Background: an optimization exercise with open tools, aiming at small area. Do not read the settings as production practice.
Function was checked by simulation only, so behaviour that the tests miss may differ from the original.
The flow treats the clock pin as an ideal source. Dropping or thinning the clock tree relies on that and would not hold on a real chip.
No activity file was given, so power comes from the tool's default toggle rates.

==> 09-24: inputs <==
==> flow/design.v <==
module receiver (
    input  wire       clk,
    input  wire       rst_n,
    input  wire       rx,
    output reg  [2:0] bit_index,
    output reg        sample,
    output reg        data_ready
);
    localparam [1:0] STATE_IDLE = 2'd0;
    localparam [1:0] STATE_START = 2'd1;
    localparam [1:0] STATE_DATA = 2'd2;
    localparam [1:0] STATE_STOP = 2'd3;
    reg [1:0] rx_sync;
    reg [1:0] state;
    reg [7:0] clk_count;
    wire rxs = rx_sync[1];
    always @(posedge clk or negedge rst_n) begin
        if (!rst_n) rx_sync <= 2'b11;
        else rx_sync <= {rx_sync[0], rx};
    end
    always @(posedge clk or negedge rst_n) begin
        if (!rst_n) begin
            state      <= STATE_IDLE;
            data_ready <= 1'b0;
            bit_index  <= 3'd0;
        end else begin
            data_ready <= 1'b0;
            case (state)
                STATE_IDLE: begin
                    if (!rxs) state <= STATE_START;
                end
                STATE_START: begin
                    if (clk_count == 8'd116) state <= rxs ? STATE_IDLE : STATE_DATA;
                end
                STATE_DATA: begin
                    if (clk_count == 8'd233) begin
                        bit_index <= bit_index + 1'b1;
                        if (bit_index == 3'd7) state <= STATE_STOP;
                    end
                end
                default: begin
                    if (clk_count == 8'd233) begin
                        data_ready <= rxs;
                        state      <= STATE_IDLE;
                    end
                end
            endcase
        end
    end
    always @(posedge clk) begin
        if (state == STATE_IDLE || (state == STATE_START && clk_count == 8'd116) || clk_count == 8'd233)
            clk_count <= 8'd0;
        else clk_count <= clk_count + 1'b1;
        if (state == STATE_DATA && clk_count == 8'd233) sample <= rxs;
    end
endmodule
module transmitter (
    input  wire       clk,
    input  wire       rst_n,
    input  wire       start,
    input  wire       fetch_hit,
    input  wire       tap,
    output reg  [2:0] place,
    output wire       idle,
    output wire       taking,
    output reg        tx
);
    localparam [2:0] STATE_IDLE = 3'd0;
    localparam [2:0] STATE_PEND = 3'd1;
    localparam [2:0] STATE_START = 3'd2;
    localparam [2:0] STATE_DATA = 3'd3;
    localparam [2:0] STATE_STOP = 3'd4;
    reg [2:0] state;
    reg [7:0] clk_count;
    reg       next_bit;
    assign idle = state == STATE_IDLE;
    assign taking = state == STATE_PEND;
    wire last = clk_count == 8'd233;
    always @(posedge clk or negedge rst_n) begin
        if (!rst_n) begin
            state <= STATE_IDLE;
            place <= 3'd1;
            tx    <= 1'b1;
        end else begin
            case (state)
                STATE_IDLE: begin
                    tx    <= 1'b1;
                    place <= 3'd1;
                    if (start) state <= STATE_PEND;
                end
                STATE_PEND: begin
                    tx    <= 1'b1;
                    state <= STATE_START;
                end
                STATE_START: begin
                    tx <= 1'b0;
                    if (last) begin
                        state <= STATE_DATA;
                        place <= place + 1'b1;
                    end
                end
                STATE_DATA: begin
                    if (clk_count == 8'd0) tx <= next_bit;
                    if (last) begin
                        place <= place + 1'b1;
                        if (place == 3'd1) state <= STATE_STOP;
                    end
                end
                default: begin
                    tx <= 1'b1;
                    if (last) state <= STATE_IDLE;
                end
            endcase
        end
    end
    always @(posedge clk) begin
        if (state == STATE_IDLE || state == STATE_PEND || last) clk_count <= 8'd0;
        else clk_count <= clk_count + 1'b1;
        if (fetch_hit) next_bit <= tap;
    end
endmodule
module fifo (
    input  wire       clk,
    input  wire       rst_n,
    input  wire       write_en,
    input  wire       write_bit,
    output wire       tap,
    output reg  [4:0] phase_slot,
    output reg  [2:0] phase_bit
);
    reg [143:0] line;
    assign tap = line[143];
    always @(posedge clk) begin
        line <= {line[142:0], write_en ? write_bit : line[143]};
    end
    always @(posedge clk or negedge rst_n) begin
        if (!rst_n) begin
            phase_slot <= 5'd0;
            phase_bit  <= 3'd0;
        end else begin
            phase_bit <= phase_bit + 1'b1;
            if (phase_bit == 3'd7) phase_slot <= (phase_slot == 5'd17) ? 5'd0 : phase_slot + 1'b1;
        end
    end
endmodule
module main (
    input  wire clk,
    input  wire rst_n,
    input  wire rx,
    output wire tx
);
    wire [4:0] phase_slot;
    wire [2:0] phase_bit;
    wire       tap;
    wire [2:0] rx_place;
    wire       rx_bit;
    wire       rx_ready;
    wire [2:0] tx_place;
    wire       tx_idle;
    reg  [4:0] wr_slot;
    reg  [4:0] tx_slot;
    wire       tx_taking;
    wire [4:0] wr_next = (wr_slot == 5'd17) ? 5'd0 : wr_slot + 1'b1;
    wire [4:0] tx_next = (tx_slot == 5'd17) ? 5'd0 : tx_slot + 1'b1;
    wire       empty   = wr_slot == tx_next;
    wire       full    = wr_next == tx_slot;
    fifo line (
        .clk       (clk),
        .rst_n     (rst_n),
        .write_en  ({phase_slot, phase_bit} == {wr_slot, rx_place}),
        .write_bit (rx_bit),
        .tap       (tap),
        .phase_slot(phase_slot),
        .phase_bit (phase_bit)
    );
    receiver uart_receiver (
        .clk       (clk),
        .rst_n     (rst_n),
        .rx        (rx),
        .bit_index (rx_place),
        .sample    (rx_bit),
        .data_ready(rx_ready)
    );
    transmitter uart_transmitter (
        .clk      (clk),
        .rst_n    (rst_n),
        .start    (!empty),
        .fetch_hit({phase_slot, phase_bit} == {tx_slot, tx_place}),
        .tap      (tap),
        .place    (tx_place),
        .idle     (tx_idle),
        .taking   (tx_taking),
        .tx       (tx)
    );
    always @(posedge clk or negedge rst_n) begin
        if (!rst_n) begin
            wr_slot <= 5'd1;
            tx_slot <= 5'd0;
        end else begin
            if (rx_ready && !full) wr_slot <= wr_next;
            if (tx_taking) tx_slot <= tx_next;
        end
    end
endmodule
==> flow/run.sh <==
#!/bin/bash
# synth_recipe.tcl (not shown) runs the flow's synth.tcl, then flattens the netlist and writes it again
# the make line also repeats each setting of config.mk as NAME=value (left out here)
make -C /OpenROAD-flow-scripts/flow DESIGN_CONFIG=/design/flow/config.mk WORK_HOME=/design/flow/orfs CLKGATE_MAP_FILE= SYNTH_SCRIPT=/design/flow/synth_recipe.tcl finish
==> flow/config.mk <==
export PLATFORM = sky130hd
export DESIGN_NAME = main
export DESIGN_NICKNAME = main
export VERILOG_FILES = /design/flow/design.v
export SDC_FILE = /design/flow/constraint.sdc
export NUM_CORES = 4
export LEC_CHECK = 0
export CAP_MARGIN = 20
export CORE_MARGIN = 2
export CORE_UTILIZATION = 40
export SLEW_MARGIN = 20
==> flow/constraint.sdc <==
create_clock -name core_clock -period 37.0 [get_ports {clk}]
set_input_delay 7.4000 -clock core_clock [delete_from_list [all_inputs] [get_ports {clk}]]
set_output_delay 7.4000 -clock core_clock [all_outputs]
set_load 0.01 [all_outputs]
==> inputs of 04-17, as changes to 09-24 <==
==> flow/design.v (replaced) <==
module receiver (
    input  wire       clk,
    input  wire       rst_n,
    input  wire       rx,
    output wire [2:0] place,
    output reg        sample,
    output reg        data_ready
);
    reg [1:0] rx_sync;
    reg       active;
    reg [3:0] step;
    reg [7:0] count;
    wire rxs = rx_sync[1];
    wire at_sample = count[7] & count[6] & count[5] & count[3] & count[0];
    assign place = step[2:0];
    always @(posedge clk or negedge rst_n) begin
        if (!rst_n) rx_sync <= 2'b11;
        else rx_sync <= {rx_sync[0], rx};
    end
    always @(posedge clk or negedge rst_n) begin
        if (!rst_n) begin
            active     <= 1'b0;
            step       <= 4'd0;
            data_ready <= 1'b0;
        end else begin
            data_ready <= 1'b0;
            if (!active) begin
                if (!rxs) begin
                    active <= 1'b1;
                    step   <= 4'd0;
                end
            end else if (at_sample) begin
                if (step == 4'd0) begin
                    if (rxs) active <= 1'b0;
                    else step <= 4'd1;
                end else if (step == 4'd9) begin
                    data_ready <= rxs;
                    active     <= 1'b0;
                end else begin
                    step <= step + 1'b1;
                end
            end
        end
    end
    always @(posedge clk) begin
        if (!active) count <= 8'd117;
        else if (at_sample) count <= 8'd0;
        else count <= count + 1'b1;
        if (active && at_sample && step != 4'd0 && step != 4'd9) sample <= rxs;
    end
endmodule
module transmitter (
    input  wire       clk,
    input  wire       rst_n,
    input  wire       start,
    input  wire       fetch_hit,
    input  wire       tap,
    output wire [2:0] place,
    output wire       taking,
    output reg        tx
);
    reg [3:0] step;
    reg [7:0] count;
    reg       next_bit;
    wire last = count[7] & count[6] & count[5] & count[3] & count[0];
    wire first = count == 8'd0;
    wire idle = step == 4'd0;
    assign taking = step == 4'd1;
    assign place = step[2:0];
    always @(posedge clk or negedge rst_n) begin
        if (!rst_n) begin
            step <= 4'd0;
            tx   <= 1'b1;
        end else begin
            if (idle) begin
                if (start) step <= 4'd1;
            end else if (taking) begin
                step <= 4'd2;
            end else if (last) begin
                step <= (step == 4'd11) ? 4'd0 : step + 1'b1;
            end
            if (step == 4'd2) tx <= 1'b0;
            else if (step >= 4'd3 && step <= 4'd10) begin
                if (first) tx <= next_bit;
            end else tx <= 1'b1;
        end
    end
    always @(posedge clk) begin
        if (idle || taking || last) count <= 8'd0;
        else count <= count + 1'b1;
        if (fetch_hit) next_bit <= tap;
    end
endmodule
module fifo (
    input  wire       clk,
    input  wire       rst_n,
    input  wire       write_en,
    input  wire       write_bit,
    output wire       tap,
    output reg  [4:0] phase_slot,
    output reg  [2:0] phase_place
);
    reg [143:0] line;
    assign tap = line[143];
    always @(posedge clk) begin
        line <= {line[142:0], write_en ? write_bit : line[143]};
    end
    always @(posedge clk or negedge rst_n) begin
        if (!rst_n) begin
            phase_slot  <= 5'd8;
            phase_place <= 3'd0;
        end else begin
            phase_place <= phase_place + 1'b1;
            if (phase_place == 3'd7) phase_slot <= slot_succ(phase_slot);
        end
    end
    function [4:0] slot_succ(input [4:0] s);
        slot_succ = {s[3:0], ~(s[4] ^ (s[0] & ~s[3]))};
    endfunction
endmodule
module main (
    input  wire clk,
    input  wire rst_n,
    input  wire rx,
    output wire tx
);
    wire [4:0] phase_slot;
    wire [2:0] phase_place;
    wire       tap;
    wire [2:0] rx_place;
    wire       rx_bit;
    wire       rx_ready;
    wire [2:0] tx_place;
    wire       tx_taking;
    reg  [4:0] wr_slot;
    reg  [4:0] tx_slot;
    wire [4:0] wr_next = slot_succ(wr_slot);
    wire [4:0] tx_next = slot_succ(tx_slot);
    wire       empty   = wr_slot == tx_next;
    wire       full    = wr_next == tx_slot;
    function [4:0] slot_succ(input [4:0] s);
        slot_succ = {s[3:0], ~(s[4] ^ (s[0] & ~s[3]))};
    endfunction
    fifo line (
        .clk        (clk),
        .rst_n      (rst_n),
        .write_en   ({phase_slot, phase_place} == {wr_slot, rx_place}),
        .write_bit  (rx_bit),
        .tap        (tap),
        .phase_slot (phase_slot),
        .phase_place(phase_place)
    );
    receiver uart_receiver (
        .clk       (clk),
        .rst_n     (rst_n),
        .rx        (rx),
        .place     (rx_place),
        .sample    (rx_bit),
        .data_ready(rx_ready)
    );
    transmitter uart_transmitter (
        .clk      (clk),
        .rst_n    (rst_n),
        .start    (!empty),
        .fetch_hit({phase_slot, phase_place} == {tx_slot, tx_place}),
        .tap      (tap),
        .place    (tx_place),
        .taking   (tx_taking),
        .tx       (tx)
    );
    always @(posedge clk or negedge rst_n) begin
        if (!rst_n) begin
            wr_slot <= 5'd17;
            tx_slot <= 5'd8;
        end else begin
            if (rx_ready && !full) wr_slot <= wr_next;
            if (tx_taking) tx_slot <= tx_next;
        end
    end
endmodule
CORE_UTILIZATION = 70   (was 40)
==> results.txt <==
- Against 04-17, the synthesized cell count of 09-24 is larger by about 8%.
- Between 04-17 and 09-24, the lower final cell count is in 04-17 (gap about 17%, measured against 09-24).
- Between 04-17 and 09-24, the lower worst setup slack is in 04-17 (gap 0.12 ns).
- Utilization: 09-24 is lower than 04-17 (35 points).

========
==> inputs of wip/raven <==
Another version of the RTL of main (not shown whole).
==> module fifo, before the edit <==
module fifo (
    input  wire       clk,
    input  wire       rst_n,
    input  wire       write_en,
    input  wire       write_bit,
    output wire       tap,
    output reg  [2:0] phase
);
    reg [143:0] line;
    assign tap = line[143];
    always @(posedge clk) begin
        line <= {line[142:0], write_en ? write_bit : line[143]};
    end
    always @(posedge clk or negedge rst_n) begin
        if (!rst_n) phase <= 3'd0;
        else phase <= phase + 1'b1;
    end
endmodule
==> module main, before the edit <==
module main (
    input  wire clk,
    input  wire rst_n,
    input  wire rx,
    output wire tx
);
    wire [2:0] phase;
    wire       tap;
    wire [2:0] rx_place;
    wire       rx_bit;
    wire       rx_ready;
    wire [2:0] tx_place;
    wire       tx_taking;
    localparam [4:0] AT_TAP = 5'd8;
    reg  [4:0] wr_slot;
    reg  [4:0] tx_slot;
    wire       turn    = phase == 3'd7;
    wire       empty   = wr_slot == slot_succ(tx_slot);
    wire       full    = slot_succ(wr_slot) == tx_slot;
    wire       commit  = rx_ready && !full;
    wire       wr_at_tap = wr_slot[2:0] == AT_TAP[2:0];
    wire       tx_at_tap = tx_slot[2:0] == AT_TAP[2:0];
    function [4:0] slot_succ(input [4:0] s);
        slot_succ = {s[3:0], ~(s[4] ^ (s[0] & ~s[3]))};
    endfunction
    function [4:0] slot_pred(input [4:0] s);
        slot_pred = {~s[0] ^ (s[1] & ~s[4]), s[4:1]};
    endfunction
    fifo line (
        .clk      (clk),
        .rst_n    (rst_n),
        .write_en (wr_at_tap && phase == rx_place),
        .write_bit(rx_bit),
        .tap      (tap),
        .phase    (phase)
    );
    receiver uart_receiver (
        .clk       (clk),
        .rst_n     (rst_n),
        .rx        (rx),
        .place     (rx_place),
        .sample    (rx_bit),
        .data_ready(rx_ready)
    );
    transmitter uart_transmitter (
        .clk      (clk),
        .rst_n    (rst_n),
        .start    (!empty),
        .fetch_hit(tx_at_tap && phase == tx_place),
        .tap      (tap),
        .place    (tx_place),
        .taking   (tx_taking),
        .tx       (tx)
    );
    always @(posedge clk or negedge rst_n) begin
        if (!rst_n) begin
            wr_slot <= 5'd17;
            tx_slot <= 5'd8;
        end else begin
            if (commit && !turn) wr_slot <= slot_succ(wr_slot);
            else if (!commit && turn) wr_slot <= slot_pred(wr_slot);
            if (tx_taking && !turn) tx_slot <= slot_succ(tx_slot);
            else if (!tx_taking && turn) tx_slot <= slot_pred(tx_slot);
        end
    end
endmodule
export LEC_CHECK = 0
export CAP_MARGIN = 20
export CORE_MARGIN = 2
export CORE_UTILIZATION = 40
export SLEW_MARGIN = 20
create_clock -name core_clock -period 37.0 [get_ports {clk}]
standard.sh (not shown) runs the stock make flow with config.mk's settings and CLKGATE_MAP_FILE= SYNTH_SCRIPT=/design/flow/synth_recipe.tcl, a recipe that flattens the netlist after the stock synthesis.
==> flow/flow/run.sh <==
#!/bin/bash
# Layout flow: the standard ORFS flow (standard.sh) with
#  - an area-oriented ABC mapping script and no separate adder mapping in
#    synthesis (registers are untouched: they are mapped before ABC runs),
#  - a denser floorplan,
#  - a clock tree built by flow/manual_cts.tcl in place of TritonCTS: the
#    clock port drives one root buffer, which drives a few leaf buffers, each
#    feeding the registers of one placement cluster.
# Each step's full output is in orfs/logs; make's own output in make.log.
set -euo pipefail
here=$(pwd)
source flow/params.sh
rm -rf scripts_local
cp -r "$FLOW_HOME/scripts" scripts_local
cp flow/abc.script scripts_local/abc_speed.script
sed -i 's|^log_cmd clock_tree_synthesis .*|source $::env(MANUAL_CTS_TCL)|' scripts_local/cts.tcl
grep -q MANUAL_CTS_TCL scripts_local/cts.tcl
export BUFFER_PORTS_ARGS="-inputs -outputs -buffer_cell sky130_fd_sc_hd__buf_1"
export MANUAL_CTS_TCL="$here/flow/manual_cts.tcl" MCTS_CLOCK_NET=clk MCTS_K MCTS_LEAF MCTS_ROOT
bash standard.sh SCRIPTS_DIR="$here/scripts_local" ADDER_MAP_FILE= \
  CORE_UTILIZATION="$UTIL" PLACE_DENSITY="$DENSITY" finish > make.log 2>&1
==> flow/flow/manual_cts.tcl <==
# Clock tree built by hand: the clock port drives an optional root buffer,
# which drives MCTS_K leaf buffers; the registers are split among the leaf
# buffers by k-means on their placed positions.
set mcts_k $::env(MCTS_K)
set mcts_leaf $::env(MCTS_LEAF)
set mcts_root [expr {[info exists ::env(MCTS_ROOT)] ? $::env(MCTS_ROOT) : ""}]
set db [ord::get_db]
set block [ord::get_db_block]
set clknet [$block findNet $::env(MCTS_CLOCK_NET)]
set sinks [list]
set xs [list]
set ys [list]
foreach it [$clknet getITerms] {
  set b [[$it getInst] getBBox]
  lappend sinks $it
  lappend xs [expr {([$b xMin] + [$b xMax]) / 2.0}]
  lappend ys [expr {([$b yMin] + [$b yMax]) / 2.0}]
}
set n [llength $sinks]
puts "manual cts: $n sinks, $mcts_k leaf buffers $mcts_leaf, root '$mcts_root'"
# initial centres: sinks spread along a space-filling order (sorted by x)
set order [lsort -real -indices $xs]
set cx [list]
set cy [list]
for {set k 0} {$k < $mcts_k} {incr k} {
  set i [lindex $order [expr {int(($k + 0.5) * $n / $mcts_k)}]]
  lappend cx [lindex $xs $i]
  lappend cy [lindex $ys $i]
}
set cap [expr {int(ceil(double($n) / $mcts_k)) + 1}]
for {set iter 0} {$iter < 50} {incr iter} {
  # balanced assignment: nearest centre with room, sinks taken in order of distance
  set pairs [list]
  for {set i 0} {$i < $n} {incr i} {
    for {set k 0} {$k < $mcts_k} {incr k} {
      set dx [expr {[lindex $xs $i] - [lindex $cx $k]}]
      set dy [expr {[lindex $ys $i] - [lindex $cy $k]}]
      lappend pairs [list [expr {abs($dx) + abs($dy)}] $i $k]
    }
  }
  set pairs [lsort -real -index 0 $pairs]
  set assign [lrepeat $n -1]
  set count [lrepeat $mcts_k 0]
  foreach p $pairs {
    lassign $p d i k
    if {[lindex $assign $i] >= 0} continue
    if {[lindex $count $k] >= $cap} continue
    lset assign $i $k
    lset count $k [expr {[lindex $count $k] + 1}]
  }
  set sx [lrepeat $mcts_k 0.0]
  set sy [lrepeat $mcts_k 0.0]
  for {set i 0} {$i < $n} {incr i} {
    set k [lindex $assign $i]
    lset sx $k [expr {[lindex $sx $k] + [lindex $xs $i]}]
    lset sy $k [expr {[lindex $sy $k] + [lindex $ys $i]}]
  }
  for {set k 0} {$k < $mcts_k} {incr k} {
    set c [lindex $count $k]
    if {$c > 0} {
      lset cx $k [expr {[lindex $sx $k] / $c}]
      lset cy $k [expr {[lindex $sy $k] / $c}]
    }
  }
}
puts "manual cts: cluster sizes $count"
set leaf_master [$db findMaster $mcts_leaf]
set driver_net $clknet
if {$mcts_root ne ""} {
  set root_master [$db findMaster $mcts_root]
  set root [odb::dbInst_create $block $root_master "clkroot_buf"]
  set rx 0.0
  set ry 0.0
  for {set k 0} {$k < $mcts_k} {incr k} {
    set rx [expr {$rx + [lindex $cx $k]}]
    set ry [expr {$ry + [lindex $cy $k]}]
  }
  $root setLocation [expr {int($rx / $mcts_k)}] [expr {int($ry / $mcts_k)}]
  $root setPlacementStatus PLACED
  set root_net [odb::dbNet_create $block "clknet_root"]
  $root_net setSigType CLOCK
  [$root findITerm A] connect $clknet
  [$root findITerm X] connect $root_net
  set driver_net $root_net
}
for {set k 0} {$k < $mcts_k} {incr k} {
  set buf [odb::dbInst_create $block $leaf_master "clkleaf_buf_$k"]
  $buf setLocation [expr {int([lindex $cx $k])}] [expr {int([lindex $cy $k])}]
  $buf setPlacementStatus PLACED
  set net [odb::dbNet_create $block "clknet_leaf_$k"]
  $net setSigType CLOCK
  [$buf findITerm A] connect $driver_net
  [$buf findITerm X] connect $net
  set leafnet($k) $net
}
for {set i 0} {$i < $n} {incr i} {
  set it [lindex $sinks $i]
  $it disconnect
  $it connect $leafnet([lindex $assign $i])
}
$clknet setSigType CLOCK
set_propagated_clock [all_clocks]
==> flow/flow/params.sh <==
UTIL=85
DENSITY=0.90
MCTS_K=10
MCTS_LEAF=sky130_fd_sc_hd__clkbuf_8
MCTS_ROOT=sky130_fd_sc_hd__clkbuf_16
Other scripts of this flow, unchanged in this note and not shown: flow/flow/abc.script
==> inputs of wip/xenon, as changes to wip/raven <==
==> flow/design.v, changed modules only <==
module fifo (
    input  wire       clk,
    input  wire       rst_n,
    input  wire       write_en,
    input  wire       write_bit,
    output wire       tap,
    output reg  [4:0] phase_slot,
    output reg  [2:0] phase_place
);
    reg [143:0] line;
    assign tap = line[143];
    always @(posedge clk) begin
        line <= {line[142:0], write_en ? write_bit : line[143]};
    end
    always @(posedge clk or negedge rst_n) begin
        if (!rst_n) begin
            phase_slot  <= 5'd8;
            phase_place <= 3'd0;
        end else begin
            phase_place <= phase_place + 1'b1;
            if (phase_place == 3'd7) phase_slot <= slot_succ(phase_slot);
        end
    end
    function [4:0] slot_succ(input [4:0] s);
        slot_succ = {s[3:0], ~(s[4] ^ (s[0] & ~s[3]))};
    endfunction
endmodule
module main (
    input  wire clk,
    input  wire rst_n,
    input  wire rx,
    output wire tx
);
    wire [4:0] phase_slot;
    wire [2:0] phase_place;
    wire       tap;
    wire [2:0] rx_place;
    wire       rx_bit;
    wire       rx_ready;
    wire [2:0] tx_place;
    wire       tx_taking;
    reg  [4:0] wr_slot;
    reg  [4:0] tx_slot;
    wire [4:0] wr_next = slot_succ(wr_slot);
    wire [4:0] tx_next = slot_succ(tx_slot);
    wire       empty   = wr_slot == tx_next;
    wire       full    = wr_next == tx_slot;
    function [4:0] slot_succ(input [4:0] s);
        slot_succ = {s[3:0], ~(s[4] ^ (s[0] & ~s[3]))};
    endfunction
    fifo line (
        .clk        (clk),
        .rst_n      (rst_n),
        .write_en   ({phase_slot, phase_place} == {wr_slot, rx_place}),
        .write_bit  (rx_bit),
        .tap        (tap),
        .phase_slot (phase_slot),
        .phase_place(phase_place)
    );
    receiver uart_receiver (
        .clk       (clk),
        .rst_n     (rst_n),
        .rx        (rx),
        .place     (rx_place),
        .sample    (rx_bit),
        .data_ready(rx_ready)
    );
    transmitter uart_transmitter (
        .clk      (clk),
        .rst_n    (rst_n),
        .start    (!empty),
        .fetch_hit({phase_slot, phase_place} == {tx_slot, tx_place}),
        .tap      (tap),
        .place    (tx_place),
        .taking   (tx_taking),
        .tx       (tx)
    );
    always @(posedge clk or negedge rst_n) begin
        if (!rst_n) begin
            wr_slot <= 5'd17;
            tx_slot <= 5'd8;
        end else begin
            if (rx_ready && !full) wr_slot <= wr_next;
            if (tx_taking) tx_slot <= tx_next;
        end
    end
endmodule
--- a/flow/flow/run.sh
+++ b/flow/flow/run.sh
@@ -17,3 +17,2 @@
 grep -q MANUAL_CTS_TCL scripts_local/cts.tcl
-export BUFFER_PORTS_ARGS="-inputs -outputs -buffer_cell sky130_fd_sc_hd__buf_1"
 export MANUAL_CTS_TCL="$here/flow/manual_cts.tcl" MCTS_CLOCK_NET=clk MCTS_K MCTS_LEAF MCTS_ROOT
--- a/flow/flow/manual_cts.tcl
+++ b/flow/flow/manual_cts.tcl
@@ -29,3 +29,3 @@
 }
-set cap [expr {int(ceil(double($n) / $mcts_k)) + 1}]
+set cap [expr {int(ceil(double($n) / $mcts_k * 1.15))}]
 for {set iter 0} {$iter < 50} {incr iter} {
==> flow/flow/params.sh (replaced) <==
UTIL=75
DENSITY=0.80
MCTS_K=10
MCTS_LEAF=sky130_fd_sc_hd__clkbuf_8
MCTS_ROOT=sky130_fd_sc_hd__clkbuf_16
==> comparison <==
- Of wip/raven and wip/xenon, wip/raven has the higher core utilization (gap 9.9 points).
- Between wip/xenon and wip/raven, the lower worst hold slack is in wip/xenon (gap 0.017 ns).
- Against wip/xenon, the sequential share of layout area of wip/raven is lower by 0.17 points.
- Of wip/raven and wip/xenon, wip/xenon has the higher flip-flop and latch count (gap 5).
- Against wip/raven, the first-iteration DRC count of wip/xenon is lower by about 50%.
- Setup slack: wip/raven is better than wip/xenon (0.32 ns).
- Between wip/xenon and wip/raven, the lower clock skew is in wip/raven (gap 0.011 ns).
- Of wip/xenon and wip/raven, wip/raven has the higher clock power (gap about 3.5%, measured against wip/raven).
In every run of this note, the design's own scripts or RTL, not TritonCTS, make the clock network.

## separate check: timing with driven ports
The results above use ideal ports. As a check the final layouts listed here were re-extracted and re-timed, cells and wires unchanged.
Step 1, drivers: a clkbuf_16 drives clk and a buf_2 each remaining input, both assumed.
Step 2 adds t to the input delays and takes it off the output delays; t is the mean of the earliest and latest rising clock arrival at the registers after step 1. Input paths then give back, and output paths get back, about the clock's delay inside the block.
Three values: ideal, step 1, step 2; two values: the first two.
run | shift t [ns] | slack for setup (ns) | worst setup path at the end | clock arrival spread, ns | worst register clock-pin slew, ns
09-24 | 0.454 | 28.142 / 28.102 / 28.556 | register to output | 0.015 / 0.015 | 0.08 / 0.08
04-17 | 0.573 | 28.020 / 27.980 / 28.553 | register to output | 0.016 / 0.017 | 0.08 / 0.08
wip/raven | 0.398 | 28.508 / 28.475 / 28.874 | register to output | 0.029 / 0.029 | 0.12 / 0.12
wip/xenon | 0.379 | 28.184 / 28.149 / 28.528 | register to output | 0.041 / 0.041 | 0.12 / 0.12
After both steps every run listed still meets setup and hold.
